From an optimization exercise on the open Yosys and OpenROAD flow, aimed at small area, a short achievable clock period and few clock cycles per item; shortcuts taken in it are not production practice. RTL that was checked went through simulation tests only; none was proved equivalent to the original. Power figures rest on the tool's default switching activity, not on a simulated workload.

Setup of lane 5:
==> module reg_alu, before the edit <==
module reg_alu (input wire clk, reset, exn, clr, input wire [7:0] sa, sb, input wire [2:0] d,
  input wire [1:0] op, output reg wb_en, output reg [2:0] wb_addr, output reg [15:0] wb_data,
  output reg cout);
  wire [15:0] q [0:7];
  reg c;
  wire [15:0] a, b, res;
  wire co;
  wire [7:0] we, nwe, wdn;
  wire [2:0] dn;
  genvar i, j;
  generate
    for (i = 0; i < 3; i = i + 1) begin : g_dn
      g_inv u (d[i], dn[i]);
    end
    for (i = 0; i < 8; i = i + 1) begin : g_we
      g_nand3 ud (i[0] ? d[0] : dn[0], i[1] ? d[1] : dn[1], i[2] ? d[2] : dn[2], wdn[i]);
      g_nor2 ue (exn, wdn[i], we[i]);
      g_nor2 un (we[i], clr, nwe[i]);
    end
  endgenerate
  generate
    for (j = 0; j < 16; j = j + 1) begin : g_bit0
      wire resn, qn;
      g_inv ud (res[j], resn);
      rf_bit u (clk, we[0], nwe[0], resn, qn);
      g_inv uq (qn, q[0][j]);
    end
    for (i = 1; i < 8; i = i + 1) begin : g_reg
      for (j = 0; j < 16; j = j + 1) begin : g_bit
        rf_bit u (clk, we[i], nwe[i], res[j], q[i][j]);
      end
    end
    for (j = 0; j < 16; j = j + 1) begin : g_rd
      rd_bit ua (sa, {q[7][j], q[6][j], q[5][j], q[4][j], q[3][j], q[2][j], q[1][j], q[0][j]}, a[j]);
      rd_bit ub (sb, {q[7][j], q[6][j], q[5][j], q[4][j], q[3][j], q[2][j], q[1][j], q[0][j]}, b[j]);
    end
  endgenerate
  alu alu_0 (op, a, b, res, co);
  always @(posedge clk) begin
    wb_en <= ~exn & ~reset;
    wb_addr <= d;
    wb_data <= res;
    c <= co;
    cout <= c;
  end
endmodule
==> module mproc, before the edit <==
module mproc (input wire clk, reset, input wire [15:0] ins, output wire [15:0] addr,
  output wire wb_en, output wire [2:0] wb_addr, output wire [15:0] wb_data, output wire cout);
  wire [7:0] sa, sb;
  wire [2:0] d;
  wire [1:0] op;
  wire exn, clr;
  pc pc_0 (clk, reset, addr);
  ir ir_0 (clk, reset, ins, sa, sb, d, op, exn, clr);
  reg_alu reg_alu_0 (clk, reset, exn, clr, sa, sb, d, op, wb_en, wb_addr, wb_data, cout);
endmodule
==> module ir, before the edit <==
module ir (input wire clk, reset, input wire [15:0] ins, output reg [7:0] sa, sb,
  output reg [2:0] d, output reg [1:0] op, output reg exn, output reg clr);
  reg halted, halt_ir;
  wire [5:0] insn;
  wire [7:0] sa_d, sb_d;
  wire z1, z2, z3, halt_in, nclr, nhalted_nx, okn, halted_d;
  genvar k;
  generate
    for (k = 0; k < 6; k = k + 1) begin : g_insn
      g_inv u (ins[k], insn[k]);
    end
    for (k = 0; k < 8; k = k + 1) begin : g_dec
      g_nor3 ua (k[0] ? insn[0] : ins[0], k[1] ? insn[1] : ins[1], k[2] ? insn[2] : ins[2], sa_d[k]);
      g_nor3 ub (k[0] ? insn[3] : ins[3], k[1] ? insn[4] : ins[4], k[2] ? insn[5] : ins[5], sb_d[k]);
    end
  endgenerate
  g_nor3 u_z1 (ins[15], ins[14], ins[13], z1);
  g_nor2 u_z3 (ins[12], ins[11], z3);
  g_nand2 u_h (z1, z3, halt_in);
  g_inv u_nclr (clr, nclr);
  g_aoi21 u_hn (nclr, halt_ir, halted, nhalted_nx);
  g_nor2 u_hd (reset, nhalted_nx, halted_d);
  g_nor3 u_z2 (ins[12], ins[11], reset, z2);
  g_nand3 u_ok (z1, z2, nhalted_nx, okn);
  always @(posedge clk) begin
    sa <= sa_d;
    sb <= sb_d;
    d <= ins[8:6];
    op <= ins[10:9];
    halt_ir <= halt_in;
    exn <= okn;
    clr <= reset;
    halted <= halted_d;
  end
endmodule
==> flow/config.mk <==
export PLATFORM = sky130hd
export DESIGN_NAME = mproc
export DESIGN_NICKNAME = mproc
export VERILOG_FILES = /design/flow/design.v
export SDC_FILE = /design/flow/constraint.sdc
export NUM_CORES = 4
export LEC_CHECK = 0
export CAP_MARGIN = 20
export CORE_MARGIN = 2
export CORE_UTILIZATION = 40
export SLEW_MARGIN = 20
export SYNTH_HIERARCHICAL = 1
==> flow/constraint.sdc <==
create_clock -name core_clock -period 11.0 [get_ports {clk}]
set_input_delay 2.2000 -clock core_clock [delete_from_list [all_inputs] [get_ports {clk}]]
set_output_delay 2.2000 -clock core_clock [all_outputs]
set_load 0.01 [all_outputs]
standard.sh (not shown) runs the stock make flow with config.mk's settings and CLKGATE_MAP_FILE= SYNTH_SCRIPT=/design/flow/synth_recipe.tcl, a recipe that flattens the netlist after the stock synthesis.
==> flow/flow/run.sh <==
#!/bin/bash
# Layout flow: the standard synthesis unchanged, then the standard ORFS
# steps with these changes (settings in flow/params.sh):
#  - repair_timing is asked to leave a setup margin (SETUP_SLACK_MARGIN); the
#    design is still laid out and signed off at the design's clock period,
#    the margin only makes the resizer work harder;
#  - ports are buffered with plain buffers, and delay cells are not used as
#    buffers;
#  - clock tree buffers as set in CTS_ARGS;
#  - after global routing, optionally the worst paths are upsized
#    (flow/upsize.tcl), then cells are downsized where that keeps the setup
#    slack (flow/downsize.tcl).
# Each tool's output goes to its own log in this folder.
set -uo pipefail
source flow/params.sh
export FLOWDIR=$PWD/flow
bash standard.sh synth > synth.log 2>&1 || exit 1
export DONT_USE_CELLS="$EXTRA_DONT_USE"
VARS=(SETUP_SLACK_MARGIN=$MARGIN "BUFFER_PORTS_ARGS=$BUFFER_PORTS_ARGS" "${EXTRA[@]}")
if [[ -n "${DOWNSIZE_MARGIN:-}" ]]; then
  export DOWNSIZE_MARGIN DOWNSIZE_HOLD_MARGIN UPSIZE_TARGET=${UPSIZE_TARGET:-}
  VARS+=("POST_GLOBAL_ROUTE_TCL=$FLOWDIR/downsize_hook.tcl")
fi
bash standard.sh "${VARS[@]}" finish > layout.log 2>&1
Other scripts of this flow, unchanged in this note and not shown: flow/flow/downsize.tcl, flow/flow/downsize_hook.tcl, flow/flow/params.sh, flow/flow/upsize.tcl
--- input diff lane 5..lane 2 ---
--- a/flow/design.v
+++ b/flow/design.v
@@ -1,8 +1,11 @@
 module rf_bit (input wire clk, we, nwe, d, output reg q);
   always @(posedge clk) q <= (q & nwe) | (d & we);
 endmodule
+module rf_bit_s (input wire clk, we, nwe, s, d, output reg q);
+  always @(posedge clk) q <= (q & nwe) | (d & we) | s;
+endmodule
 module rd_bit (input wire [7:0] s, input wire [7:0] r, output wire o);
   assign o = |(s & r);
 endmodule
 module g_inv (input wire a, output wire y);
   assign y = ~a;
@@ -445,36 +448,28 @@
       assign c[i+1] = c[i] & cnt[i];
     end
   endgenerate
   always @(posedge clk) cnt <= (cnt ^ c[15:0]) & ~{16{reset}};
 endmodule
-module reg_alu (input wire clk, reset, exn, clr, input wire [7:0] sa, sb, input wire [2:0] d,
+module reg_alu (input wire clk, reset, ex, clr, input wire [7:0] sa, sb, wr, input wire [2:0] d,
   input wire [1:0] op, output reg wb_en, output reg [2:0] wb_addr, output reg [15:0] wb_data,
   output reg cout);
   wire [15:0] q [0:7];
   reg c;
   wire [15:0] a, b, res;
   wire co;
-  wire [7:0] we, nwe, wdn;
-  wire [2:0] dn;
+  wire [7:0] we, nwe;
+  assign we = wr;
   genvar i, j;
   generate
-    for (i = 0; i < 3; i = i + 1) begin : g_dn
-      g_inv u (d[i], dn[i]);
-    end
     for (i = 0; i < 8; i = i + 1) begin : g_we
-      g_nand3 ud (i[0] ? d[0] : dn[0], i[1] ? d[1] : dn[1], i[2] ? d[2] : dn[2], wdn[i]);
-      g_nor2 ue (exn, wdn[i], we[i]);
-      g_nor2 un (we[i], clr, nwe[i]);
+      g_nor2 u (we[i], clr, nwe[i]);
     end
   endgenerate
   generate
     for (j = 0; j < 16; j = j + 1) begin : g_bit0
-      wire resn, qn;
-      g_inv ud (res[j], resn);
-      rf_bit u (clk, we[0], nwe[0], resn, qn);
-      g_inv uq (qn, q[0][j]);
+      rf_bit_s u (clk, we[0], nwe[0], clr, res[j], q[0][j]);
     end
     for (i = 1; i < 8; i = i + 1) begin : g_reg
       for (j = 0; j < 16; j = j + 1) begin : g_bit
         rf_bit u (clk, we[i], nwe[i], res[j], q[i][j]);
       end
@@ -484,41 +479,43 @@
       rd_bit ub (sb, {q[7][j], q[6][j], q[5][j], q[4][j], q[3][j], q[2][j], q[1][j], q[0][j]}, b[j]);
     end
   endgenerate
   alu alu_0 (op, a, b, res, co);
   always @(posedge clk) begin
-    wb_en <= ~exn & ~reset;
+    wb_en <= ex & ~reset;
     wb_addr <= d;
     wb_data <= res;
     c <= co;
     cout <= c;
   end
 endmodule
 module mproc (input wire clk, reset, input wire [15:0] ins, output wire [15:0] addr,
   output wire wb_en, output wire [2:0] wb_addr, output wire [15:0] wb_data, output wire cout);
-  wire [7:0] sa, sb;
+  wire [7:0] sa, sb, wr;
   wire [2:0] d;
   wire [1:0] op;
-  wire exn, clr;
+  wire ex, clr;
   pc pc_0 (clk, reset, addr);
-  ir ir_0 (clk, reset, ins, sa, sb, d, op, exn, clr);
-  reg_alu reg_alu_0 (clk, reset, exn, clr, sa, sb, d, op, wb_en, wb_addr, wb_data, cout);
+  ir ir_0 (clk, reset, ins, sa, sb, wr, d, op, ex, clr);
+  reg_alu reg_alu_0 (clk, reset, ex, clr, sa, sb, wr, d, op, wb_en, wb_addr, wb_data, cout);
 endmodule
-module ir (input wire clk, reset, input wire [15:0] ins, output reg [7:0] sa, sb,
-  output reg [2:0] d, output reg [1:0] op, output reg exn, output reg clr);
+module ir (input wire clk, reset, input wire [15:0] ins, output reg [7:0] sa, sb, wr,
+  output reg [2:0] d, output reg [1:0] op, output wire ex, output reg clr);
   reg halted, halt_ir;
-  wire [5:0] insn;
-  wire [7:0] sa_d, sb_d;
+  wire [8:0] insn;
+  wire [7:0] sa_d, sb_d, wdn, wr_d;
   wire z1, z2, z3, halt_in, nclr, nhalted_nx, okn, halted_d;
   genvar k;
   generate
-    for (k = 0; k < 6; k = k + 1) begin : g_insn
+    for (k = 0; k < 9; k = k + 1) begin : g_insn
       g_inv u (ins[k], insn[k]);
     end
     for (k = 0; k < 8; k = k + 1) begin : g_dec
       g_nor3 ua (k[0] ? insn[0] : ins[0], k[1] ? insn[1] : ins[1], k[2] ? insn[2] : ins[2], sa_d[k]);
       g_nor3 ub (k[0] ? insn[3] : ins[3], k[1] ? insn[4] : ins[4], k[2] ? insn[5] : ins[5], sb_d[k]);
+      g_nand3 uw (k[0] ? ins[6] : insn[6], k[1] ? ins[7] : insn[7], k[2] ? ins[8] : insn[8], wdn[k]);
+      g_nor2 ue (okn, wdn[k], wr_d[k]);
     end
   endgenerate
   g_nor3 u_z1 (ins[15], ins[14], ins[13], z1);
   g_nor2 u_z3 (ins[12], ins[11], z3);
   g_nand2 u_h (z1, z3, halt_in);
@@ -528,13 +525,14 @@
   g_nor3 u_z2 (ins[12], ins[11], reset, z2);
   g_nand3 u_ok (z1, z2, nhalted_nx, okn);
   always @(posedge clk) begin
     sa <= sa_d;
     sb <= sb_d;
+    wr <= wr_d;
     d <= ins[8:6];
     op <= ins[10:9];
     halt_ir <= halt_in;
-    exn <= okn;
     clr <= reset;
     halted <= halted_d;
   end
+  assign ex = ~clr & ~halt_ir & ~halted;
 endmodule
==> comparison <==
The peak fanout along the critical path was comparable across lane 5 and lane 2. Delta (lane 2 minus lane 5): time the final worst path needs with I/O delays and setup has decreased; count of input and output buffers now sits at about the same level; final non-filler cell area saw an increase; area used by multi-input combinational logic up 2.6%. From lane 5 to lane 2 the numbers moved as follows: multi-input combinational area share now sits higher; layout buffer count excluding clock buffers now sits lower; final worst slack now sits higher. Comparing lane 5 and lane 2, the higher total power of the final layout was measured on lane 2. Lane 2 vs lane 5 — final estimated routing congestion in global placement dropped about 5.5%. Sequential cell count in lane 2 vs lane 5: up about 3.7%. As far as detailed-route via count is concerned, lane 2 and lane 5 perform about the same.
No run of this note included a check of the RTL's function; only the layout flow was run.

========
## TR
mproc, a different RTL version from the one above (not shown whole).
Size in the first run: ~190 flip-flops, roughly 55 I/O pins, roughly 8200 um^2 of cells after synthesis.
==> module rd_bit, before the edit <==
module rd_bit (input wire [7:0] s, input wire [7:0] r, output wire o);
  wire x0, x1, x2;
  g_aoi222 u0 (s[0], r[0], s[1], r[1], s[2], r[2], x0);
  g_aoi222 u1 (s[3], r[3], s[4], r[4], s[5], r[5], x1);
  g_aoi22 u2 (s[6], r[6], s[7], r[7], x2);
  g_nand3 u3 (x0, x1, x2, o);
endmodule
==> module g_aoi222, before the edit <==
module g_aoi222 (input wire a1, a2, b1, b2, c1, c2, output wire y);
  assign y = ~((a1 & a2) | (b1 & b2) | (c1 & c2));
endmodule
==> module g_aoi22, before the edit <==
module g_aoi22 (input wire a1, a2, b1, b2, output wire y);
  assign y = ~((a1 & a2) | (b1 & b2));
endmodule
==> module g_nand3, before the edit <==
module g_nand3 (input wire a, b, c, output wire y);
  assign y = ~(a & b & c);
endmodule
Settings: LEC_CHECK=0, CAP_MARGIN=20, CORE_MARGIN=2, CORE_UTILIZATION=40, SLEW_MARGIN=20, SYNTH_HIERARCHICAL=1; clock period 11.0 ns.
Scripts as last shown in full above: flow/flow/run.sh
Other scripts of this flow, unchanged in this note and not shown: flow/flow/downsize.tcl, flow/flow/downsize_hook.tcl, flow/flow/params.sh, flow/flow/upsize.tcl
Setup changes, TR to JK
--- a/flow/design.v
+++ b/flow/design.v
@@ -3,15 +3,11 @@
 endmodule
 module rf_bit_s (input wire clk, we, nwe, s, d, output reg q);
   always @(posedge clk) q <= (q & nwe) | (d & we) | s;
 endmodule
 module rd_bit (input wire [7:0] s, input wire [7:0] r, output wire o);
-  wire x0, x1, x2;
-  g_aoi222 u0 (s[0], r[0], s[1], r[1], s[2], r[2], x0);
-  g_aoi222 u1 (s[3], r[3], s[4], r[4], s[5], r[5], x1);
-  g_aoi22 u2 (s[6], r[6], s[7], r[7], x2);
-  g_nand3 u3 (x0, x1, x2, o);
+  assign o = |(s & r);
 endmodule
 module g_inv (input wire a, output wire y);
   assign y = ~a;
 endmodule
 module g_nand2 (input wire a, b, output wire y);
@@ -45,19 +41,10 @@
   assign y = ~((a1 & a2) | b1 | c1);
 endmodule
 module g_mux2i (input wire a0, a1, s, output wire y);
   assign y = ~(s ? a1 : a0);
 endmodule
-module g_aoi222 (input wire a1, a2, b1, b2, c1, c2, output wire y);
-  assign y = ~((a1 & a2) | (b1 & b2) | (c1 & c2));
-endmodule
-module g_aoi22 (input wire a1, a2, b1, b2, output wire y);
-  assign y = ~((a1 & a2) | (b1 & b2));
-endmodule
-module g_nand3 (input wire a, b, c, output wire y);
-  assign y = ~(a & b & c);
-endmodule
 module alu (input wire [1:0] op, input wire [15:0] i0, i1,
     output wire [15:0] o, output wire cout);
   wire nop1;
   wire bx0;
   wire gn0;
Notes after the runs:
- Number of cells in the design after placement up about 3% in JK wrt TR
- Comparing JK and TR, half-perimeter wire length after detailed placement is higher on TR.
- From TR to JK, clock-buffer cell count did not move at all.
- On number of global-route vias before repair, the higher figure sits with TR, not JK.
- Summary: setup slack, JK better than TR
Testbench counts of JK, summed over its fixed seeds: cycles 6,861, instrs 6,733.
For TR, only the layout was checked, not whether the RTL still works.

========
## run X
mproc, a different RTL version from the one above (not shown whole).
Size: about 770 cells after synthesis, ~190 flip-flops, roughly 8200 um2 of cells after synthesis.
==> module rf_bit_s, before the edit <==
module rf_bit_s (input wire clk, we, nwe, s, d, output reg q);
  always @(posedge clk) q <= (q & nwe) | (d & we) | s;
endmodule
==> module rd_bit, before the edit <==
module rd_bit (input wire [7:0] s, input wire [7:0] r, output wire o);
  assign o = |(s & r);
endmodule
==> module reg_alu, before the edit <==
module reg_alu (input wire clk, reset, exn, clr, input wire [7:0] sa, sb, input wire [2:0] d,
  input wire [1:0] op, output reg wb_en, output reg [2:0] wb_addr, output reg [15:0] wb_data,
  output reg cout);
  wire [15:0] q [0:7];
  reg c;
  wire [15:0] a, b, res;
  wire co;
  wire [7:0] we, nwe, wdn;
  wire [2:0] dn;
  genvar i, j;
  generate
    for (i = 0; i < 3; i = i + 1) begin : g_dn
      g_inv u (d[i], dn[i]);
    end
    for (i = 0; i < 8; i = i + 1) begin : g_we
      g_nand3 ud (i[0] ? d[0] : dn[0], i[1] ? d[1] : dn[1], i[2] ? d[2] : dn[2], wdn[i]);
      g_nor2 ue (exn, wdn[i], we[i]);
      g_nor2 un (we[i], clr, nwe[i]);
    end
  endgenerate
  generate
    for (j = 0; j < 16; j = j + 1) begin : g_bit0
      rf_bit_s u (clk, we[0], nwe[0], clr, res[j], q[0][j]);
    end
    for (i = 1; i < 8; i = i + 1) begin : g_reg
      for (j = 0; j < 16; j = j + 1) begin : g_bit
        rf_bit u (clk, we[i], nwe[i], res[j], q[i][j]);
      end
    end
    for (j = 0; j < 16; j = j + 1) begin : g_rd
      rd_bit ua (sa, {q[7][j], q[6][j], q[5][j], q[4][j], q[3][j], q[2][j], q[1][j], q[0][j]}, a[j]);
      rd_bit ub (sb, {q[7][j], q[6][j], q[5][j], q[4][j], q[3][j], q[2][j], q[1][j], q[0][j]}, b[j]);
    end
  endgenerate
  alu alu_0 (op, a, b, res, co);
  always @(posedge clk) begin
    wb_en <= ~exn & ~reset;
    wb_addr <= d;
    wb_data <= res;
    c <= co;
    cout <= c;
  end
endmodule
==> module ir, before the edit <==
module ir (input wire clk, reset, input wire [15:0] ins, output reg [7:0] sa, sb,
  output reg [2:0] d, output reg [1:0] op, output reg exn, output reg clr);
  reg halted;
  wire [5:0] insn;
  wire [7:0] sa_d, sb_d;
  wire z1, z2, nclr, nhalted_nx, okn, halted_d;
  genvar k;
  generate
    for (k = 0; k < 6; k = k + 1) begin : g_insn
      g_inv u (ins[k], insn[k]);
    end
    for (k = 0; k < 8; k = k + 1) begin : g_dec
      g_nor3 ua (k[0] ? insn[0] : ins[0], k[1] ? insn[1] : ins[1], k[2] ? insn[2] : ins[2], sa_d[k]);
      g_nor3 ub (k[0] ? insn[3] : ins[3], k[1] ? insn[4] : ins[4], k[2] ? insn[5] : ins[5], sb_d[k]);
    end
  endgenerate
  g_nor3 u_z1 (ins[15], ins[14], ins[13], z1);
  g_inv u_nclr (clr, nclr);
  g_aoi21 u_hn (nclr, exn, halted, nhalted_nx);
  g_nor2 u_hd (reset, nhalted_nx, halted_d);
  g_nor3 u_z2 (ins[12], ins[11], reset, z2);
  g_nand3 u_ok (z1, z2, nhalted_nx, okn);
  always @(posedge clk) begin
    sa <= sa_d;
    sb <= sb_d;
    d <= ins[8:6];
    op <= ins[10:9];
    exn <= okn;
    clr <= reset;
    halted <= halted_d;
  end
endmodule
Settings: LEC_CHECK=0, CAP_MARGIN=20, CORE_MARGIN=2, CORE_UTILIZATION=40, SLEW_MARGIN=20, SYNTH_HIERARCHICAL=1; clock period 11.0 ns.
Scripts as last shown in full above: flow/flow/run.sh
Other scripts of this flow, unchanged in this note and not shown: flow/flow/downsize.tcl, flow/flow/downsize_hook.tcl, flow/flow/params.sh, flow/flow/upsize.tcl
## Diff of input files: run C against run X
==> flow/design.v, changed modules only <==
module rd_bit (input wire [7:0] s, input wire [7:0] r, output wire o);
  wire x0, x1, x2;
  g_aoi222 u0 (s[0], r[0], s[1], r[1], s[2], r[2], x0);
  g_aoi222 u1 (s[3], r[3], s[4], r[4], s[5], r[5], x1);
  g_aoi22 u2 (s[6], r[6], s[7], r[7], x2);
  g_nand3 u3 (x0, x1, x2, o);
endmodule
module g_aoi222 (input wire a1, a2, b1, b2, c1, c2, output wire y);
  assign y = ~((a1 & a2) | (b1 & b2) | (c1 & c2));
endmodule
module g_aoi22 (input wire a1, a2, b1, b2, output wire y);
  assign y = ~((a1 & a2) | (b1 & b2));
endmodule
module reg_alu (input wire clk, reset, exn, clr, input wire [7:0] sa, sb, input wire [2:0] d,
  input wire [1:0] op, output reg wb_en, output reg [2:0] wb_addr, output reg [15:0] wb_data,
  output reg cout);
  wire [15:0] q [0:7];
  reg c;
  wire [15:0] a, b, res;
  wire co;
  wire [7:0] we, nwe, wdn;
  wire [2:0] dn;
  genvar i, j;
  generate
    for (i = 0; i < 3; i = i + 1) begin : g_dn
      g_inv u (d[i], dn[i]);
    end
    for (i = 0; i < 8; i = i + 1) begin : g_we
      g_nand3 ud (i[0] ? d[0] : dn[0], i[1] ? d[1] : dn[1], i[2] ? d[2] : dn[2], wdn[i]);
      g_nor2 ue (exn, wdn[i], we[i]);
      g_nor2 un (we[i], clr, nwe[i]);
    end
  endgenerate
  generate
    for (j = 0; j < 16; j = j + 1) begin : g_bit0
      wire resn, qn;
      g_inv ud (res[j], resn);
      rf_bit u (clk, we[0], nwe[0], resn, qn);
      g_inv uq (qn, q[0][j]);
    end
    for (i = 1; i < 8; i = i + 1) begin : g_reg
      for (j = 0; j < 16; j = j + 1) begin : g_bit
        rf_bit u (clk, we[i], nwe[i], res[j], q[i][j]);
      end
    end
    for (j = 0; j < 16; j = j + 1) begin : g_rd
      rd_bit ua (sa, {q[7][j], q[6][j], q[5][j], q[4][j], q[3][j], q[2][j], q[1][j], q[0][j]}, a[j]);
      rd_bit ub (sb, {q[7][j], q[6][j], q[5][j], q[4][j], q[3][j], q[2][j], q[1][j], q[0][j]}, b[j]);
    end
  endgenerate
  alu alu_0 (op, a, b, res, co);
  always @(posedge clk) begin
    wb_en <= ~exn & ~reset;
    wb_addr <= d;
    wb_data <= res;
    c <= co;
    cout <= c;
  end
endmodule
module ir (input wire clk, reset, input wire [15:0] ins, output reg [7:0] sa, sb,
  output reg [2:0] d, output reg [1:0] op, output reg exn, output reg clr);
  reg halted, halt_ir;
  wire [5:0] insn;
  wire [7:0] sa_d, sb_d;
  wire z1, z2, z3, halt_in, nclr, nhalted_nx, okn, halted_d;
  genvar k;
  generate
    for (k = 0; k < 6; k = k + 1) begin : g_insn
      g_inv u (ins[k], insn[k]);
    end
    for (k = 0; k < 8; k = k + 1) begin : g_dec
      g_nor3 ua (k[0] ? insn[0] : ins[0], k[1] ? insn[1] : ins[1], k[2] ? insn[2] : ins[2], sa_d[k]);
      g_nor3 ub (k[0] ? insn[3] : ins[3], k[1] ? insn[4] : ins[4], k[2] ? insn[5] : ins[5], sb_d[k]);
    end
  endgenerate
  g_nor3 u_z1 (ins[15], ins[14], ins[13], z1);
  g_nor2 u_z3 (ins[12], ins[11], z3);
  g_nand2 u_h (z1, z3, halt_in);
  g_inv u_nclr (clr, nclr);
  g_aoi21 u_hn (nclr, halt_ir, halted, nhalted_nx);
  g_nor2 u_hd (reset, nhalted_nx, halted_d);
  g_nor3 u_z2 (ins[12], ins[11], reset, z2);
  g_nand3 u_ok (z1, z2, nhalted_nx, okn);
  always @(posedge clk) begin
    sa <= sa_d;
    sb <= sb_d;
    d <= ins[8:6];
    op <= ins[10:9];
    halt_ir <= halt_in;
    exn <= okn;
    clr <= reset;
    halted <= halted_d;
  end
endmodule
// module rf_bit_s removed
## What came out
Re clock buffer instance count of the final layout: run C and run X aren't equal, and the lower value belongs to run X. Changes observed in run C relative to run X: die area rose by 2.0%, minimum period implied by the final worst setup slack decreased by 29 ps relative to the old numbers, number of flip-flops and latches now larger, actual transition at the worst max-transition pin went down by 59 ps, routed via count now sits lower. Compared with run X, run C instantiates a larger number of cells.
No functional check of the RTL was part of any run of this note.

-- port drivers added, routing unchanged --
The flow's constraints put no driver on any port. The routed layouts listed below were extracted and timed again, unchanged, in two steps.
Step 1, drivers: a clkbuf_16 drives clk and a buf_2 each remaining input, both assumed.
Step 2 also shifts input and output timing later by t, the mid clock arrival at the registers, as if the neighbouring blocks saw the same clock.
Slacks: no drivers / after step 1 / after step 2; pairs: no drivers / after step 1.
| run | shift t [ns] | setup WS [ns] | latest minus earliest clock arrival (ns) | pins driven straight from the clock port |
|---|---|---|---|---|
| lane 5 | 0.436 | 7.907 / 7.865 / 7.993 | 0.029 / 0.029 | 1 |
| lane 2 | 0.426 | 7.921 / 7.877 / 7.950 | 0.026 / 0.025 | 1 |
| TR | 0.427 | 7.829 / 7.784 / 7.891 | 0.049 / 0.048 | 1 |
| JK | 0.428 | 7.924 / 7.880 / 7.953 | 0.033 / 0.033 | 1 |
| run X | 0.434 | 7.891 / 7.846 / 7.977 | 0.028 / 0.028 | 1 |
| run C | 0.429 | 7.920 / 7.878 / 7.998 | 0.026 / 0.026 | 1 |
After both steps every run listed still meets setup and hold.
